What follows belongs to an exercise in optimizing a design on an open flow for small area, a short achievable clock period and few clock cycles; a production flow would make more cautious choices. Function was checked by simulation only, so behaviour that the tests miss may differ from the original. Power is estimated from default activity; no workload was simulated.

==> flow/design.v (outline; a module is shown in full before it is edited, if it fits) <==
// module EPU: 329 lines
// module EPU_Control: 940 lines
// module Image_SRAM_ctlr: 537 lines
// module Weight_SRAM_ctlr: 149 lines
// module Image_buf: 143 lines
// module Weight_buf: 119 lines
// module PE_unit: 136 lines
// module psum_buffer: 238 lines
// module GAP_unit: 93 lines
module EPU(
  input clk,rst,
  input EPU_start,
  output logic im0_CEB,
  output logic im0_WEB,
  output logic [13:0]im0_A,
  output logic [7:0]im0_D,
  input [7:0]im0_Q,
  output logic im1_CEB,
  output logic im1_WEB,
  output logic [13:0]im1_A,
  output logic [7:0]im1_D,
  input [7:0]im1_Q,
  output logic w_CEB,
  output logic [13:0]w_A,
  input [7:0]w_Q,
  output logic EPU_done
);
  // ...
==> flow/run.sh <==
#!/bin/bash
# synth_recipe.tcl (not shown) runs the flow's synth.tcl, then flattens the netlist and writes it again
# the make line also repeats each setting of config.mk as NAME=value (left out here)
make -C /OpenROAD-flow-scripts/flow DESIGN_CONFIG=/design/flow/config.mk WORK_HOME=/design/flow/orfs CLKGATE_MAP_FILE= SYNTH_SCRIPT=/design/flow/synth_recipe.tcl finish
==> flow/config.mk <==
export PLATFORM = sky130hd
export DESIGN_NAME = EPU
export DESIGN_NICKNAME = EPU
export VERILOG_FILES = /design/flow/design.v
export SDC_FILE = /design/flow/constraint.sdc
export NUM_CORES = 8
export LEC_CHECK = 0
export CAP_MARGIN = 20
export CORE_MARGIN = 2
export CORE_UTILIZATION = 35
export SLEW_MARGIN = 20
==> flow/constraint.sdc <==
create_clock -name core_clock -period 11.0 [get_ports {clk}]
set_input_delay 2.2000 -clock core_clock [delete_from_list [all_inputs] [get_ports {clk}]]
set_output_delay 2.2000 -clock core_clock [all_outputs]
set_load 0.01 [all_outputs]
==> metrics.md, run 1 <==
| Metric | Value |
|---|---|
| WS Path Type | register to output pin |
| Reg2Reg Launch Point | image_SRAM_ctlr.rd_state[1]$_DFF_PP0_ |
| Final Instance Count excl. Fillers | 50863 |
| Grt met1 use | 29.2% |
| Required time worst endpoint | 8.80 ns |
| Yosys warns | 34 |
| Setup Buffers After CTS | 0 |
| Crit. Startpoint | image_SRAM_ctlr.layer_d[2]$_DFFE_PP0P_ |
| Nonclk buf count | 693 |
| Reg power frac | 39.2% |
| Worst-skew pair later-pin latency | 1.20 ns |
| CTS tree | built |
| Critical path depth | 18 |
| Largest family of logic cells by synthesized area | adder cells |
| DR WL met2 | 535000 um |
| Fmax | 0.0923 GHz |
| Top flop regs | psum_buf.psum_1 (2304), psum_buf.psum_2 (2304), pe_unit.conv (400) |
| Fillcell total | 101653 |
| Clock-net power | 23.8 mW |
| Fin nets | 39571 |
| Max_cap viols | 0 |
| Non-clock inverter count | 2230 |
| Fraction of synthesized cell area in xor and xnor cells | 2.26% |
| # DRC | 0 |
| M2 GR Usage | 35.0% |
| Antenna violations before repair | 63 |
| Tot Pwr | 57.3 mW |
| Layout Utilization | 38.8% |
| Synthesized cell area | 0.364 mm2 |
| Min-delay worst type | register to register |
| Status | complete, no violations |
| Seq cells | 6026 |
| Die area | 1.05 mm2 |
| Count of buffer and inverter cells on the critical path | 3 |
| Site Rows | 374 |
| Drt initial violations | 21952 |
| Final hold slack | 0.456 ns |
| Combinational gate power | 11.0 mW |
| Placer Congestion | 0.937 |
| Number of flops mapped to enable cells by yosys | 0 |
| RSZ-0062 raised after global routing | false |
| P per Cell Area | 142 mW/mm2 |
| Max-area cell class | multi-input combinational cells |
| Register area | 0.151 mm2 |
Testbench counts, summed over its fixed seeds: cycles 5,947,672.
==> module EPU, before the edit <==
module EPU(
  input clk,rst,
  input EPU_start,
  output logic im0_CEB,
  output logic im0_WEB,
  output logic [13:0]im0_A,
  output logic [7:0]im0_D,
  input [7:0]im0_Q,
  output logic im1_CEB,
  output logic im1_WEB,
  output logic [13:0]im1_A,
  output logic [7:0]im1_D,
  input [7:0]im1_Q,
  output logic w_CEB,
  output logic [13:0]w_A,
  input [7:0]w_Q,
  output logic EPU_done
);
  logic layer1_done;
  logic layer2_done;
  logic layer3_done;
  logic layer4_done;
  logic layer5_done;
  logic layer6_done;
  logic control_o_read_done;
  logic image_ctlr_o_gap_saved;
  logic image_ctlr_o_fc_saved;
  logic image_buf_shift;
  logic [13:0]Image_SRAM_A;
  logic Image_SRAM_CEB,Image_SRAM_WEB;
  logic [31:0]Image_SRAM_DI;
  logic     control_o_read_25_image;
  logic     control_o_read_16_image;
  logic     control_o_read_8_image;
  logic     control_o_read_5_image;
  logic     control_o_read_weight;
  logic     control_o_load;
  logic   control_o_cal_done;
  logic   control_o_image_new;
  logic [4:0] control_o_conv1_ifchannel;
  logic [4:0] control_o_conv1_ofchannel;
  logic     control_o_cal_start;
  logic     control_o_row_start;
  logic [2:0] control_o_layer;
  logic 	control_o_gap_cal;
  logic [23:0] PE_result;
  logic     psum_buffer_output_valid;
  logic [7:0] psum_buffer_data_out;
  logic       gap_unit_output_valid;
  logic [7:0] gap_unit_data_out;
  logic       image_ctlr_o_read_25_done;
  logic       image_ctlr_o_read_5_done;
  logic       image_ctlr_o_read_16_done;
  logic       image_ctlr_o_read_8_done;
  logic       image_ctlr_o_conv_2row_done;
  logic       image_ctlr_o_gap_done;
  logic       image_ctlr_o_image_new_25;
  logic       image_ctlr_o_image_new_5;
  logic       image_ctlr_o_image_new_16;
  logic       image_ctlr_o_image_new_8;
  logic [7:0] image_ctlr_o_image;
  logic [7:0] image_RC[0:24];
  logic       weight_ctlr_o_weight_new;
  logic       weight_ctlr_o_weight_new_16;
  logic       weight_ctlr_o_weight_new_8;
  logic [7:0] weight_ctlr_o_weight;
  logic       weight_ctlr_o_bias_new;
  logic [7:0] weight_ctlr_o_bias;
  logic [7:0] weight_RC[0:24];
  logic [7:0] weight_buf_bias;
EPU_Control epu_control(
  .clk                (clk                        ),
  .rst                (rst                        ),
  .i_EPU_start        (EPU_start                  ),
  .i_read_5_done      (image_ctlr_o_read_5_done   ),
  .i_read_8_done	  (image_ctlr_o_read_8_done	  ),
  .i_read_16_done     (image_ctlr_o_read_16_done  ),
  .i_read_25_done     (image_ctlr_o_read_25_done  ),
  .i_weight_done      (control_o_read_done        ),
  .i_2_row_done       (image_ctlr_o_conv_2row_done),
  .i_gap_saved        (image_ctlr_o_gap_saved     ),
  .i_fc_saved         (image_ctlr_o_fc_saved      ),
  .o_cal_start        (control_o_cal_start        ),
  .o_load             (control_o_load             ),
  .o_read_5_image     (control_o_read_5_image     ),
  .o_read_8_image     (control_o_read_8_image     ),
  .o_read_16_image    (control_o_read_16_image    ),
  .o_read_25_image    (control_o_read_25_image    ),
  .o_read_weight      (control_o_read_weight      ),
  .o_image_new        (control_o_image_new        ),
  .o_conv1_ifchannel  (control_o_conv1_ifchannel  ),
  .o_conv1_ofchannel  (control_o_conv1_ofchannel  ),
  .o_cal_done         (control_o_cal_done         ),
  .o_row_start        (control_o_row_start        ),
  .o_gap_cal		  (control_o_gap_cal		  ),
  .o_layer            (control_o_layer            ),
  .o_layer1_done      (layer1_done                ),
  .o_layer2_done      (layer2_done                ),
  .o_layer3_done      (layer3_done                ),
  .o_layer4_done      (layer4_done                ),
  .o_layer5_done      (layer5_done                ),
  .o_layer6_done      (layer6_done                ),
  .o_EPU_done         (EPU_done                   )
);
Image_SRAM_ctlr image_SRAM_ctlr(
  .clk                (clk                        ),
  .rst                (rst                        ),
  .i_read_25          (control_o_read_25_image    ),
  .i_read_5           (control_o_read_5_image     ),
  .i_read_16          (control_o_read_16_image    ),
  .i_read_8           (control_o_read_8_image     ),
  .i_image_new        (control_o_image_new        ),
  .i_layer            (control_o_layer            ),
  .i_if_channel       (control_o_conv1_ifchannel  ),
  .i_layer1_done      (layer1_done                ),
  .i_layer2_done      (layer2_done                ),
  .i_layer3_done      (layer3_done                ),
  .i_layer4_done      (layer4_done                ),
  .i_layer5_done      (layer5_done                ),
  .i_layer6_done      (layer6_done                ),
  .i_psum_new         (psum_buffer_output_valid   ),
  .i_psum             (psum_buffer_data_out       ),
  .i_gap_new          (gap_unit_output_valid      ),
  .i_gap              (gap_unit_data_out          ),
  .o_read_25_done     (image_ctlr_o_read_25_done  ),
  .o_read_5_done      (image_ctlr_o_read_5_done   ),
  .o_read_16_done     (image_ctlr_o_read_16_done  ),
  .o_read_8_done      (image_ctlr_o_read_8_done   ),
  .o_conv_2row_done   (image_ctlr_o_conv_2row_done),
  .o_gap_saved        (image_ctlr_o_gap_saved     ),
  .o_fc_saved         (image_ctlr_o_fc_saved      ),
  .o_image_new_25     (image_ctlr_o_image_new_25  ),
  .o_image_new_5      (image_ctlr_o_image_new_5   ),
  .o_image_new_16     (image_ctlr_o_image_new_16  ),
  .o_image_new_8      (image_ctlr_o_image_new_8   ),
  .o_image            (image_ctlr_o_image         ),
  .o_im0_CEB          (im0_CEB                    ),
  .o_im0_WEB          (im0_WEB                    ),
  .o_im0_A            (im0_A                      ),
  .o_im0_D            (im0_D                      ),
  .i_im0_Q            (im0_Q                      ),
  .o_im1_CEB          (im1_CEB                    ),
  .o_im1_WEB          (im1_WEB                    ),
  .o_im1_A            (im1_A                      ),
  .o_im1_D            (im1_D                      ),
  .i_im1_Q            (im1_Q                      )
);
Weight_SRAM_ctlr weight_SRAM_ctlr(
  .clk                (clk                        ),
  .rst                (rst                        ),
  .i_read             (control_o_read_weight      ),
  .i_layer            (control_o_layer            ),
  .i_if_channel       (control_o_conv1_ifchannel  ),
  .i_of_channel       (control_o_conv1_ofchannel  ),
  .o_read_done        (control_o_read_done        ),
  .o_weight_new       (weight_ctlr_o_weight_new   ),
  .o_weight_new_16    (weight_ctlr_o_weight_new_16),
  .o_weight_new_8     (weight_ctlr_o_weight_new_8 ),
  .o_weight           (weight_ctlr_o_weight       ),
  .o_bias_new         (weight_ctlr_o_bias_new     ),
  .o_bias             (weight_ctlr_o_bias         ),
  .o_w_CEB            (w_CEB                      ),
  .o_w_A              (w_A                        ),
  .i_w_Q              (w_Q                        )
);
assign image_buf_shift = control_o_cal_done && (control_o_layer < 3'd4);
Image_buf image_buf(
  .clk                (clk                        ),
  .rst                (rst                        ),
  .i_image_new_25     (image_ctlr_o_image_new_25  ),
  .i_image_new_5      (image_ctlr_o_image_new_5   ),
  .i_image_new_16     (image_ctlr_o_image_new_16  ),
  .i_image_new_8      (image_ctlr_o_image_new_8   ),
  .i_conv_done        (image_buf_shift            ),
  .i_image            (image_ctlr_o_image         ),
  .o_RC00             (image_RC[0]                ), 
  .o_RC01             (image_RC[1]                ), 
  .o_RC02             (image_RC[2]                ), 
  .o_RC03             (image_RC[3]                ), 
  .o_RC04             (image_RC[4]                ),
  .o_RC10             (image_RC[5]                ), 
  .o_RC11             (image_RC[6]                ), 
  .o_RC12             (image_RC[7]                ), 
  .o_RC13             (image_RC[8]                ), 
  .o_RC14             (image_RC[9]                ),
  .o_RC20             (image_RC[10]               ), 
  .o_RC21             (image_RC[11]               ), 
  .o_RC22             (image_RC[12]               ), 
  .o_RC23             (image_RC[13]               ), 
  .o_RC24             (image_RC[14]               ),
  .o_RC30             (image_RC[15]               ), 
  .o_RC31             (image_RC[16]               ), 
  .o_RC32             (image_RC[17]               ), 
  .o_RC33             (image_RC[18]               ), 
  .o_RC34             (image_RC[19]               ),
  .o_RC40             (image_RC[20]               ), 
  .o_RC41             (image_RC[21]               ),
  .o_RC42             (image_RC[22]               ), 
  .o_RC43             (image_RC[23]               ), 
  .o_RC44             (image_RC[24]               )
);
Weight_buf weight_buf(
  .clk                (clk                        ),
  .rst                (rst                        ),
  .i_weight_new       (weight_ctlr_o_weight_new   ),
  .i_weight_new_16    (weight_ctlr_o_weight_new_16),
  .i_weight_new_8     (weight_ctlr_o_weight_new_8 ),
  .i_weight           (weight_ctlr_o_weight       ),
  .i_bias_new         (weight_ctlr_o_bias_new     ),
  .i_bias             (weight_ctlr_o_bias         ),
  .o_RC00             (weight_RC[0]               ), 
  .o_RC01             (weight_RC[1]               ), 
  .o_RC02             (weight_RC[2]               ), 
  .o_RC03             (weight_RC[3]               ), 
  .o_RC04             (weight_RC[4]               ),
  .o_RC10             (weight_RC[5]               ), 
  .o_RC11             (weight_RC[6]               ), 
  .o_RC12             (weight_RC[7]               ), 
  .o_RC13             (weight_RC[8]               ), 
  .o_RC14             (weight_RC[9]               ),
  .o_RC20             (weight_RC[10]              ), 
  .o_RC21             (weight_RC[11]              ), 
  .o_RC22             (weight_RC[12]              ), 
  .o_RC23             (weight_RC[13]              ), 
  .o_RC24             (weight_RC[14]              ),
  .o_RC30             (weight_RC[15]              ), 
  .o_RC31             (weight_RC[16]              ), 
  .o_RC32             (weight_RC[17]              ), 
  .o_RC33             (weight_RC[18]              ), 
  .o_RC34             (weight_RC[19]              ),
  .o_RC40             (weight_RC[20]              ), 
  .o_RC41             (weight_RC[21]              ), 
  .o_RC42             (weight_RC[22]              ), 
  .o_RC43             (weight_RC[23]              ), 
  .o_RC44             (weight_RC[24]              ),
  .o_BIAS             (weight_buf_bias            )
);
PE_unit pe_unit(
  .clk                (clk                        ),
  .rst                (rst                        ),
  .Conv_en            (control_o_cal_start        ),
  .image1             (image_RC[0]                ),
  .image2             (image_RC[1]                ),
  .image3             (image_RC[2]                ),
  .image4             (image_RC[3]                ),
  .image5             (image_RC[4]                ),
  .image6             (image_RC[5]                ),
  .image7             (image_RC[6]                ),
  .image8             (image_RC[7]                ),
  .image9             (image_RC[8]                ),
  .image10            (image_RC[9]                ),
  .image11            (image_RC[10]               ),
  .image12            (image_RC[11]               ),
  .image13            (image_RC[12]               ),
  .image14            (image_RC[13]               ),
  .image15            (image_RC[14]               ),
  .image16            (image_RC[15]               ),
  .image17            (image_RC[16]               ),
  .image18            (image_RC[17]               ),
  .image19            (image_RC[18]               ),
  .image20            (image_RC[19]               ),
  .image21            (image_RC[20]               ),
  .image22            (image_RC[21]               ),
  .image23            (image_RC[22]               ),
  .image24            (image_RC[23]               ),
  .image25            (image_RC[24]               ),
  .weight1            (weight_RC[0]               ),
  .weight2            (weight_RC[1]               ),
  .weight3            (weight_RC[2]               ),
  .weight4            (weight_RC[3]               ),
  .weight5            (weight_RC[4]               ),
  .weight6            (weight_RC[5]               ),
  .weight7            (weight_RC[6]               ),
  .weight8            (weight_RC[7]               ),
  .weight9            (weight_RC[8]               ),
  .weight10           (weight_RC[9]               ),
  .weight11           (weight_RC[10]         	    ),
  .weight12           (weight_RC[11]         	    ),
  .weight13           (weight_RC[12]         	    ),
  .weight14           (weight_RC[13]         	    ),
  .weight15           (weight_RC[14]         	    ),
  .weight16           (weight_RC[15]         	    ),
  .weight17           (weight_RC[16]         	    ),
  .weight18           (weight_RC[17]         	    ),
  .weight19           (weight_RC[18]         	    ),
  .weight20           (weight_RC[19]         	    ),
  .weight21           (weight_RC[20]         	    ),
  .weight22           (weight_RC[21]         	    ),
  .weight23           (weight_RC[22]         	    ),
  .weight24           (weight_RC[23]         	    ),
  .weight25           (weight_RC[24]         	    ),
  .bias               (weight_buf_bias       	    ),
  .result             (PE_result             	    )
);
psum_buffer psum_buf(
  .clk              (clk                        ),
  .rst              (rst                        ),      
  .start            (control_o_row_start        ),
  .layer            (control_o_layer            ),
  .data_valid       (control_o_cal_done         ),
  .data_in          (PE_result                  ),
  .output_valid     (psum_buffer_output_valid   ),
  .data_out         (psum_buffer_data_out       )
);
GAP_unit gap_unit(
    .clk            (clk                        ),
    .rst            (rst                        ),
    .start          (control_o_read_16_image   	),
    .data_valid     (control_o_gap_cal	        ),
    .data_in_00     (image_RC[ 0]               ),
    .data_in_10     (image_RC[ 5]               ),
    .data_in_20     (image_RC[10]               ),
    .data_in_30     (image_RC[15]               ),
    .data_in_01     (image_RC[ 1]               ),
    .data_in_11     (image_RC[ 6]               ),
    .data_in_21     (image_RC[11]               ),
    .data_in_31     (image_RC[16]               ),
    .data_in_02     (image_RC[ 2]               ),
    .data_in_12     (image_RC[ 7]               ),
    .data_in_22     (image_RC[12]               ),
    .data_in_32     (image_RC[17]               ),
    .data_in_03     (image_RC[ 3]               ),
    .data_in_13     (image_RC[ 8]               ),
    .data_in_23     (image_RC[13]               ),
    .data_in_33     (image_RC[18]               ),
    .output_valid   (gap_unit_output_valid      ),
    .data_out       (gap_unit_data_out          )
);
endmodule
==> run 2, diff against run 1 <==
==> flow/design.v (replaced) <==
module EPU(
  input clk,rst,
  input EPU_start,
  output logic im0_CEB,
  output logic im0_WEB,
  output logic [13:0]im0_A,
  output logic [7:0]im0_D,
  input [7:0]im0_Q,
  output logic im1_CEB,
  output logic im1_WEB,
  output logic [13:0]im1_A,
  output logic [7:0]im1_D,
  input [7:0]im1_Q,
  output logic w_CEB,
  output logic [13:0]w_A,
  input [7:0]w_Q,
  output logic EPU_done
);
  localparam S_IDLE  = 3'd0;
  localparam S_BIAS  = 3'd1;
  localparam S_MAC   = 3'd2;
  localparam S_DRAIN = 3'd3;
  localparam S_FIN   = 3'd4;
  logic [2:0]  st;
  logic [2:0]  layer;
  logic [3:0]  oc;
  logic [5:0]  yy, xx;
  logic [1:0]  q;
  logic [2:0]  ic, ki, kj;
  logic [2:0]  dcnt;
  logic        lend;
  logic [5:0]  bp;
  logic [13:0] wb;
  logic        conv, gap;
  logic [2:0]  c_m1;        
  logic [5:0]  p_m1;        
  logic [3:0]  oc_m1;       
  logic [13:0] in_base;
  logic [13:0] s_i, s_ic, s_q0, s_q1, s_q3, s_q3x;
  function automatic [13:0] k14(input integer v);
    k14 = v[13:0];
  endfunction
  always_comb begin
    conv = (layer < 3'd4);
    gap  = (layer == 3'd4);
    in_base = (layer == 3'd6) ? 14'd32 : 14'd0;
    c_m1 = 3'd7; p_m1 = 6'd0; oc_m1 = 4'd7;
    s_i = 14'd0; s_ic = 14'd0; s_q0 = 14'd0; s_q1 = 14'd0; s_q3 = 14'd0; s_q3x = 14'd0;
    case (layer)
      3'd0: begin c_m1 = 3'd0; p_m1 = 6'd47; oc_m1 = 4'd3;
        s_i = k14(96); s_ic = k14(0); s_q0 = k14(-403); s_q1 = k14(-305); s_q3 = k14(-503); s_q3x = k14(-399); end
      3'd1: begin c_m1 = 3'd3; p_m1 = 6'd21; oc_m1 = 4'd7;
        s_i = k14(44); s_ic = k14(2108); s_q0 = k14(-7107); s_q1 = k14(-7061); s_q3 = k14(-7155); s_q3x = k14(-7103); end
      3'd2: begin c_m1 = 3'd7; p_m1 = 6'd8; oc_m1 = 4'd7;
        s_i = k14(18); s_ic = k14(392); s_q0 = k14(-3479); s_q1 = k14(-3459); s_q3 = k14(-3501); s_q3x = k14(-3475); end
      3'd3: begin c_m1 = 3'd7; p_m1 = 6'd1; oc_m1 = 4'd7;
        s_i = k14(5); s_ic = k14(41); s_q0 = k14(-606); s_q1 = k14(-599); s_q3 = k14(-615); s_q3x = k14(-601); end
      3'd4: begin p_m1 = 6'd3;  oc_m1 = 4'd7; end
      3'd5: begin p_m1 = 6'd7;  oc_m1 = 4'd15; end
      default: begin p_m1 = 6'd15; oc_m1 = 4'd4; end
    endcase
  end
  logic e_j, e_i, e_c, e_q, e_x, e_y;
  logic win_end, grp_end, lay_end;
  logic t_first, t_pf, t_pl;
  assign e_j = (kj == 3'd4);
  assign e_i = (ki == 3'd4);
  assign e_c = (ic == c_m1);
  assign e_q = (q == 2'd3);
  assign e_x = (xx == p_m1);
  assign e_y = (yy == p_m1);
  assign win_end = conv ? (e_j & e_i & e_c) : e_x;
  assign grp_end = conv ? (win_end & e_q & e_x & e_y) : e_x;
  assign lay_end = grp_end & (oc == oc_m1);
  assign t_first = conv ? (kj == 3'd0 && ki == 3'd0 && ic == 3'd0) : (xx == 6'd0);
  assign t_pf    = conv ? (q == 2'd0) : 1'b1;
  assign t_pl    = conv ? e_q : 1'b1;
  logic [13:0] a_in;
  logic [13:0] step;
  logic [13:0] a_in_nx;
  assign a_in = layer[0] ? im1_A : im0_A;
  always_comb begin
    if (!conv)            step = 14'd1;
    else if (!e_j)        step = 14'd1;
    else if (!e_i)        step = s_i;
    else if (!e_c)        step = s_ic;
    else if (q == 2'd1)   step = s_q1;
    else if (!e_q)        step = s_q0;
    else if (!e_x)        step = s_q3;
    else                  step = s_q3x;
  end
  assign a_in_nx = (grp_end && !gap) ? in_base : a_in + step;
  logic [2:0]  st_n;
  logic [2:0]  layer_n;
  logic        new_layer;    
  logic [13:0] bias_addr;
  assign bias_addr = {8'b01010000, bp};
  always_comb begin
    st_n = st;
    layer_n = layer;
    new_layer = 1'b0;
    case (st)
      S_IDLE:  if (EPU_start) begin st_n = S_BIAS; layer_n = 3'd0; new_layer = 1'b1; end
      S_BIAS:  st_n = S_MAC;
      S_MAC:   if (grp_end) st_n = (lay_end && layer == 3'd6) ? S_FIN : S_DRAIN;
      S_DRAIN: if (dcnt == 3'd7) begin
                 st_n = S_BIAS;
                 if (lend) begin layer_n = layer + 3'd1; new_layer = 1'b1; end
               end
      S_FIN:   st_n = S_FIN;
      default: st_n = S_IDLE;
    endcase
  end
  logic d_wr;
  always_ff @(posedge clk or posedge rst) begin
    if (rst) begin
      st <= S_IDLE;
      layer <= 3'd0;
      EPU_done <= 1'b0;
    end else begin
      st <= st_n;
      layer <= layer_n;
      EPU_done <= 1'b0;
      if (st == S_FIN && d_wr) begin
        EPU_done <= 1'b1;
        st <= S_IDLE;
      end
    end
  end
  always_ff @(posedge clk) begin
    if (st == S_IDLE) begin
      oc <= 4'd0; yy <= 6'd0; xx <= 6'd0; q <= 2'd0; ic <= 3'd0; ki <= 3'd0; kj <= 3'd0;
      bp <= 6'd0; wb <= 14'd0; dcnt <= 3'd0; lend <= 1'b0;
    end else begin
      if (st == S_BIAS && !gap) bp <= bp + 6'd1;
      if (st == S_DRAIN) begin
        dcnt <= dcnt + 3'd1;
        if (dcnt == 3'd7 && lend) oc <= 4'd0;
      end else dcnt <= 3'd0;
      if (st == S_MAC) begin
        if (!win_end) begin
          if (conv) begin
            kj <= e_j ? 3'd0 : kj + 3'd1;
            if (e_j) begin
              ki <= e_i ? 3'd0 : ki + 3'd1;
              if (e_i) ic <= ic + 3'd1;
            end
          end else xx <= xx + 6'd1;
        end else begin
          kj <= 3'd0; ki <= 3'd0; ic <= 3'd0;
          if (grp_end) begin
            q <= 2'd0; xx <= 6'd0; yy <= 6'd0;
            lend <= lay_end;
            if (!lay_end) oc <= oc + 4'd1;
            if (!gap) wb <= w_A + 14'd1;
          end else begin
            q <= q + 2'd1;
            if (e_q) begin
              xx <= e_x ? 6'd0 : xx + 6'd1;
              if (e_x) yy <= yy + 6'd1;
            end
          end
        end
      end
    end
  end
  logic gap_n;
  assign gap_n = (layer_n == 3'd4);
  always_ff @(posedge clk or posedge rst) begin
    if (rst) begin
      w_CEB <= 1'b1;
      w_A <= 14'd0;
    end else begin
      w_CEB <= !((st_n == S_BIAS || st_n == S_MAC) && !gap_n);
      if (st_n == S_BIAS) w_A <= bias_addr;
      else if (st == S_BIAS) w_A <= wb;
      else if (st == S_MAC) w_A <= win_end ? wb : w_A + 14'd1;
    end
  end
  logic [7:0]  pix_r, w_r, bias_r;
  logic        r_bias, r_first, r_last, r_pf, r_pl;
  logic        m_first, m_last, m_pf, m_pl;
  logic        a_first, a_last, a_pf, a_pl;
  logic        x_last, x_pf, x_pl;
  logic        v_wr;
  logic signed [15:0] prod;
  logic signed [22:0] acc, mx, vb;
  always_ff @(posedge clk or posedge rst) begin
    if (rst) begin
      r_bias <= 1'b0; r_first <= 1'b0; r_last <= 1'b0; r_pf <= 1'b0; r_pl <= 1'b0;
      m_first <= 1'b0; m_last <= 1'b0; m_pf <= 1'b0; m_pl <= 1'b0;
      a_first <= 1'b0; a_last <= 1'b0; a_pf <= 1'b0; a_pl <= 1'b0;
      x_last <= 1'b0; x_pf <= 1'b0; x_pl <= 1'b0;
      v_wr <= 1'b0; d_wr <= 1'b0;
    end else begin
      r_bias  <= (st == S_BIAS);
      r_first <= (st == S_MAC) & t_first;
      r_last  <= (st == S_MAC) & win_end;
      r_pf    <= t_pf;
      r_pl    <= t_pl;
      m_first <= r_first; m_last <= r_last; m_pf <= r_pf; m_pl <= r_pl;
      a_first <= m_first; a_last <= m_last; a_pf <= m_pf; a_pl <= m_pl;
      x_last  <= a_last;  x_pf <= a_pf;     x_pl <= a_pl;
      v_wr    <= x_last & x_pl;
      d_wr    <= v_wr;
    end
  end
  always_ff @(posedge clk) begin
    pix_r <= layer[0] ? im1_Q : im0_Q;
    w_r   <= w_Q;
    if (r_bias) bias_r <= gap ? 8'd0 : w_Q;
    prod  <= gap ? $signed({8'd0, pix_r}) : $signed(pix_r) * $signed(w_r);
    acc   <= (a_first ? 23'sd0 : acc) + prod;
    if (x_last && (x_pf || acc > mx)) mx <= acc;
    vb    <= mx + $signed(bias_r);
  end
  logic [22:0] rl;
  logic [7:0]  qv;
  logic        rnd;
  assign rl = vb[22] ? 23'd0 : vb;
  always_comb begin
    case (layer)
      3'd0:    begin qv = rl[17:10]; rnd = rl[9] & ((|rl[8:0]) | rl[10]); end
      3'd4:    begin qv = rl[9:2];   rnd = rl[1] & (rl[0] | rl[2]); end
      3'd5, 3'd6: begin qv = rl[14:7]; rnd = rl[6] & ((|rl[5:0]) | rl[7]); end
      default: begin qv = rl[16:9];  rnd = rl[8] & ((|rl[7:0]) | rl[9]); end
    endcase
  end
  logic [7:0] d_r;
  assign im0_D = d_r;
  assign im1_D = d_r;
  always_ff @(posedge clk) if (d_wr) d_r <= qv + {7'd0, rnd};
  logic rd_n;
  assign rd_n = (st_n == S_MAC);
  always_ff @(posedge clk or posedge rst) begin
    if (rst) begin
      im0_CEB <= 1'b1; im0_WEB <= 1'b1;
      im1_CEB <= 1'b1; im1_WEB <= 1'b1;
    end else begin
      im0_CEB <= !((rd_n && !layer_n[0]) || (d_wr && layer[0]));
      im0_WEB <= !(d_wr && layer[0]);
      im1_CEB <= !((rd_n &&  layer_n[0]) || (d_wr && !layer[0]));
      im1_WEB <= !(d_wr && !layer[0]);
    end
  end
  logic [13:0] out_base_n, in_base_n;
  assign out_base_n = (layer_n == 3'd5) ? 14'd32 : 14'd0;
  assign in_base_n  = (layer_n == 3'd6) ? 14'd32 : 14'd0;
  always_ff @(posedge clk) begin
    if (new_layer) begin
      im0_A <= layer_n[0] ? out_base_n : in_base_n;
      im1_A <= layer_n[0] ? in_base_n : out_base_n;
    end else begin
      if (!layer[0]) begin
        if (st == S_MAC) im0_A <= a_in_nx;
        if (!im1_WEB) im1_A <= im1_A + 14'd1;
      end else begin
        if (st == S_MAC) im1_A <= a_in_nx;
        if (!im0_WEB) im0_A <= im0_A + 14'd1;
      end
    end
  end
endmodule
==> run 2 against run 1 <==
Effect of this change: sequential power fell by 95%; critical path type is now register to register; synthesized cell count fell by 95%; cell area fell by 95%; clock power fell by 96%; count of clock-buffer cells in the layout fell by 930; register-to-register slack got worse by 0.58 ns; final cell count fell by 95%; power fell by 94%; core utilization rose by 1.9 points; first-iteration DRC count fell by 96%; maximum frequency rose by 66%; largest power group is now combinational logic; largest cell class unchanged; still clean.
==> metrics.md, run 2 <==
| Metric | Value |
|---|---|
| Status | complete, no violations (unchanged) |
| # DRC | 0 (unchanged) |
| RSZ-0062 raised after global routing | false (unchanged) |
| Combinational power share | 36.9% (was 19.2%) |
| Yosys warns | 1 (was 34) |
| Antenna violations before repair | 0 (was 63) |
| Vias in the first global route | 12494 (was 272995) |
| Critical path depth | 21 (was 18) |
| Top Family by Delay on Critical Path | compound AO/OA/AOI/OAI gates (was simple AND/OR/NAND/NOR gates) |
| Final setup fails | 0 (unchanged) |
| Min-delay worst type | register to register (unchanged) |
| Count of buffer and inverter cells on the critical path | 3 (unchanged) |
| WP data arrival | 6.83 ns (was 8.64 ns) |
| Cts repair resizes | 0 (unchanged) |
| Inserted Clock Buffers | 28 (was 683) |
| WS Path Type | register to register (was register to output pin) |
| Netlist cell types | 82 (was 119) |
| Cts hold-fix bufs | 0 (unchanged) |
| Fmax | 0.153 GHz (was 0.0923 GHz) |
| Synth Flop Type | dfxtp_1 (was dfrtp_1) |
| # diodes | 0 (was 34) |
| Hold path start | r_first$_DFF_PP0_ (was gap_unit.cur_state[1]$_DFF_PP0_) |
| Cell taking the most area after synthesis | dfxtp_1 (was dfrtp_1) |
| Reg power frac | 33.2% (was 39.2%) |
| Area grow syn2layout | 14.6% (was 10.6%) |
| Synth top area share | 15.4% (was 41.4%) |
| Top Ports | 91 (unchanged) |
| Number of flops mapped to enable cells by yosys | 67 (was 0) |
| Final wirelength | 39100 um (was 1140000 um) |
| Lkg Pwr | 7.60 nW (was 197 nW) |
| Clk sinks | 236 (was 6026) |
| First-pass GRT wire length | 64100 um (was 1740000 um) |
| Global-route usage over all layers | 16.3% (was 21.3%) |
| Worst vdd ir | 0.136 mV (was 0.207 mV) |
| I/O Buffers | 90 (unchanged) |
| Drt first pass iters | 6 (unchanged) |
| Clock-pin slew on the worst setup and hold paths | 0.06 ns (about the same) |
| Sw frac | 33.3% (was 28.5%) |
| Starting Density | 35.5% (was 35.1%) |
| Top flop regs | acc (23), mx (23), vb (19) (was psum_buf.psum_1 (2304), psum_buf.psum_2 (2304), pe_unit.conv (400)) |
| Final Critical Period | 6.54 ns (was 10.84 ns) |
| Final hold slack | 0.344 ns (was 0.456 ns) |
| Post-Syn Area per Cell | 9.23 um2 (was 9.68 um2) |
| Synth Instances | 1756 (was 37598) |
| P per Cell Area | 172 mW/mm2 (was 142 mW/mm2) |
| Net switching power | 1.07 mW (was 16.3 mW) |
| Max stage delay on crit path | 0.63 ns (was 0.80 ns) |
| Routed vias/inst | 5.16 (was 5.32) |
| Tot Pwr | 3.20 mW (was 57.3 mW) |
| CTS tree | built (unchanged) |
| Clk_skew | 0.0343 ns (was 0.117 ns) |
| Pin count of the biggest net entering global routing | 78 (was 258) |
| Required time worst endpoint | 11.29 ns (was 8.80 ns) |
| Synth area leaders | dfxtp_1 (15%), edfxtp_1 (12%), ha_1 (11%), fa_1 (7.2%), dfrtp_1 (6.0%) (was dfrtp_1 (41%), mux2i_1 (12%), fa_1 (9.9%), o21ai_0 (7.3%), nand2_1 (6.4%)) |
| Hold Crit Depth | 0 (was 1) |
| Worst setup margin | 4.46 ns (was 0.160 ns) |
| Slew headroom | 36.0% (was 10.7%) |
| Die area | 0.0480 mm2 (was 1.05 mm2) |
| Worst-skew pair later-pin latency | 0.57 ns (was 1.20 ns) |
| Cell Int Power | 2.13 mW (was 41.0 mW) |
| Post-synth ARST share | 18.6% (was 100%) |
| Clk pwr share | 29.9% (was 41.6%) |
| Slowest CP cell | buf_4 (was nor4_1) |
| DP HPWL | 29000 um (was 817000 um) |
| Horiz. Die Dim | 219 um (was 1020 um) |
| Worst R2R End | im1_A[12]$_SDFFCE_PP0P_ (was image_SRAM_ctlr.C0_TLA[11]$_DFFE_PP0P_) |
| Slew Viols, Final | 0 (unchanged) |
| Placer Congestion | 0.877 (was 0.937) |
| Reg2Reg Launch Point | layer[0]$_DFF_PP0_ (was image_SRAM_ctlr.rd_state[1]$_DFF_PP0_) |
| Via count | 12576 (was 270378) |
| Worst Max-Slew Pin Slew | 0.958 ns (was 1.33 ns) |
| Final worst path period share | 59.4% (was 98.5%) |
| Final Instance Count excl. Fillers | 2437 (was 50863) |
| H-tree level count | 1 (was 6) |
| Layout cells sized above 1 | 7.46% (was 5.45%) |
| Fin Setup TNS | 0 ns (unchanged) |
| Setup Buffers After CTS | 0 (unchanged) |
| Hold Vio Cnt, Final | 0 (unchanged) |
| Worst-path maximum fanout | 77 (was 17) |
| Synthesized cell area | 0.0162 mm2 (was 0.364 mm2) |
| Core area | 0.0456 mm2 (was 1.04 mm2) |
| Site Rows | 78 (was 374) |
| Fin nets | 2036 (was 39571) |
| Most common cell after layout, fill and taps aside | nor2_1 (was nand2_1) |
| Post-Place Cells | 2385 (was 49609) |
| Die Span Y | 219 um (was 1020 um) |
| Congestion Overflow GR | 0 (unchanged) |
| Post-DRT Antenna Nets | 0 (unchanged) |
| Drt initial violations | 871 (was 21952) |
| Startpoint types | register (unchanged) |
| Hold endpoint | m_first$_DFF_PP0_ (was gap_unit.cur_state[0]$_DFF_PP0_) |
| Clock Tree Buf Depth | 3 (was 5) |
| Depth of the worst register-to-register path | 21 (was 10) |
| Most numerous cell in the Yosys netlist | nor2_1 (was nand2_1) |
| Yosys reg bits | 236 (was 6026) |
| Setup Slack @ Placement | 4.52 ns (was 1.72 ns) |
| Critical Path End Type | register (was output pin) |
| Clock Tree Root | clkbuf_16 (unchanged) |
| R2R Setup Slk | 4.46 ns (was 5.04 ns) |
| Register area share after synthesis | 34.7% (was 41.4%) |
| CP Cell Sequence | buf_4 > clkinv_1 > ha_1 > buf_4 > nor4bb_1 > a31oi_1 > o21ai_0 > and3_1 > and3_1 > o41ai_1 > nor2_1 > a211oi_1 > ha_1 > nor2b_1 > o21ai_0 > a21boi_0 > o211a_1 > o31a_1 > and3b_1 > o41ai_1 > a21oi_1 (was nor4_1 > buf_4 > and2_1 > nand2_1 > inv_1 > ha_1 > a21o_1 > a21oi_1 > o21ai_0 > nand2b_1 > xnor2_1 > a211o_1 > a31oi_1 > o221ai_1 > nor4_1 > nand4b_1 > a221o_1 > clkdlybuf4s50_1) |
| WL/cell | 16.0 um (was 22.4 um) |
| Max_cap viols | 0 (unchanged) |
| Syn Nets | 1977 (was 40595) |
| Synth top cells by count | nor2_1 (150), nand2_1 (148), ha_1 (136), dfxtp_1 (125), inv_1 (119) (was nand2_1 (6217), dfrtp_1 (6026), o21ai_0 (5304), mux2i_1 (4351), inv_1 (2225)) |
| Most frequent cells in the layout | nor2_1 (150), nand2_1 (148), ha_1 (136) (was nand2_1 (6205), dfrtp_1 (6013), o21ai_0 (5301)) |
## run 2: changes by cell type in the layout (fill, tap and decap cells not counted), moves of 1043 or more
cell / change
nor2_1: -1261
ha_1: -1043
mux2i_1: -4341
o21ai_0: -5229
nand2_1: -6057
fa_1: -1733
inv_1: -2105
dfrtp_1: -5975
## run 2: layer usage
layer  vias to the layer above  wire length, um  global-route usage, %
li1                       6232                -                      -
met2                       263            17500                   26.3
met3                        57             1660                   2.02
met5                         -                0                      0
met1                      6024            19100                   23.0
met4                         0              798                   4.64
## run 2: stage by stage
stage | area, um2 | utilization [%]
5_1_grt | 18600 | 40.7
3_3_place_gp | 17600 | 38.6
4_1_cts | 18600 | 40.7
3_5_place_dp | 17600 | 38.6
6_report | 18600 | 40.7
2_1_floorplan | 16200 | -
## run 2: power by group through the flow
stage                     sequential, mW  combinational, mW  clock (mW)
after floorplan                     1.05              0.963           0
after global placement              1.08               1.15           0
after detailed placement            1.08               1.18           0
after CTS                           1.06               1.19       0.981
after global routing                1.07               1.36        1.01
final                               1.06               1.18       0.956
## run 2: logic make-up (layout without fill, tap and decap cells)
group | after synthesis | after routing | synth area share, %
DFF | 236 | 236 | 34.7
buffers and inverters | 192 | 273 | 4.86
xor gates and xnor gates | 121 | 121 | 6.54
and+or+nand+nor | 595 | 595 | 18.3
muxes | 40 | 40 | 2.70
AOI/OAI and AO/OA | 378 | 378 | 15.3
adders and majority gates | 194 | 194 | 17.7
## run 2: cell type report
cell class                 count  area, um2
fill                        4502      27000
multi-input combinational   1328       9800
sequential                   236       5620
timing repair buffer         100        976
clock buffer                  38        790
tap                          600        751
inverter                     121        454
clock inverter                14        168
## run 2: worst max path at each step
stage	end	slack (ns)	startpoint
after global routing	im1_A[12]$_SDFFCE_PP0P_	3.85	layer[0]$_DFF_PP0_
after global placement	im1_A[12]$_SDFFCE_PP0P_	4.71	layer[0]$_DFF_PP0_
after floorplan	im1_A[12]$_SDFFCE_PP0P_	6.04	layer[0]$_DFF_PP0_
after CTS	im1_A[12]$_SDFFCE_PP0P_	4.49	layer[0]$_DFF_PP0_
after detailed placement	im1_A[12]$_SDFFCE_PP0P_	4.52	layer[0]$_DFF_PP0_
final	im1_A[12]$_SDFFCE_PP0P_	4.46	layer[0]$_DFF_PP0_
Testbench counts of run 2, summed over its fixed seeds: cycles 12,060,612.

-- re-timing with driven ports --
The flow's constraints put no driver on any port. The routed layouts listed below were extracted and timed again, unchanged, in two steps. Step 1: set_driving_cell puts a clkbuf_16 on clk and a buf_2 on each other input, an assumption about the parent block. Step 2 moves the port delays by t, midway between the first and last clock arrival at a register: inputs arrive t later, outputs are due t later. That takes back most of the time a late clock gives input paths. Slacks: no drivers / after step 1 / after step 2; pairs: no drivers / after step 1.
run | shift t [ns] | setup slack, ns | worst hold slack (ns) | worst slew at a driven data input, ns | pins driven straight from the clock port
run 1 | 1.279 | 0.160 / 0.015 / 1.294 | 0.456 / 0.456 / 0.456 | 0.33 | 1
run 2 | 0.607 | 4.465 / 4.465 / 4.465 | 0.344 / 0.344 / 0.344 | 0.06 | 1
After both steps setup and hold are still met in every run listed.
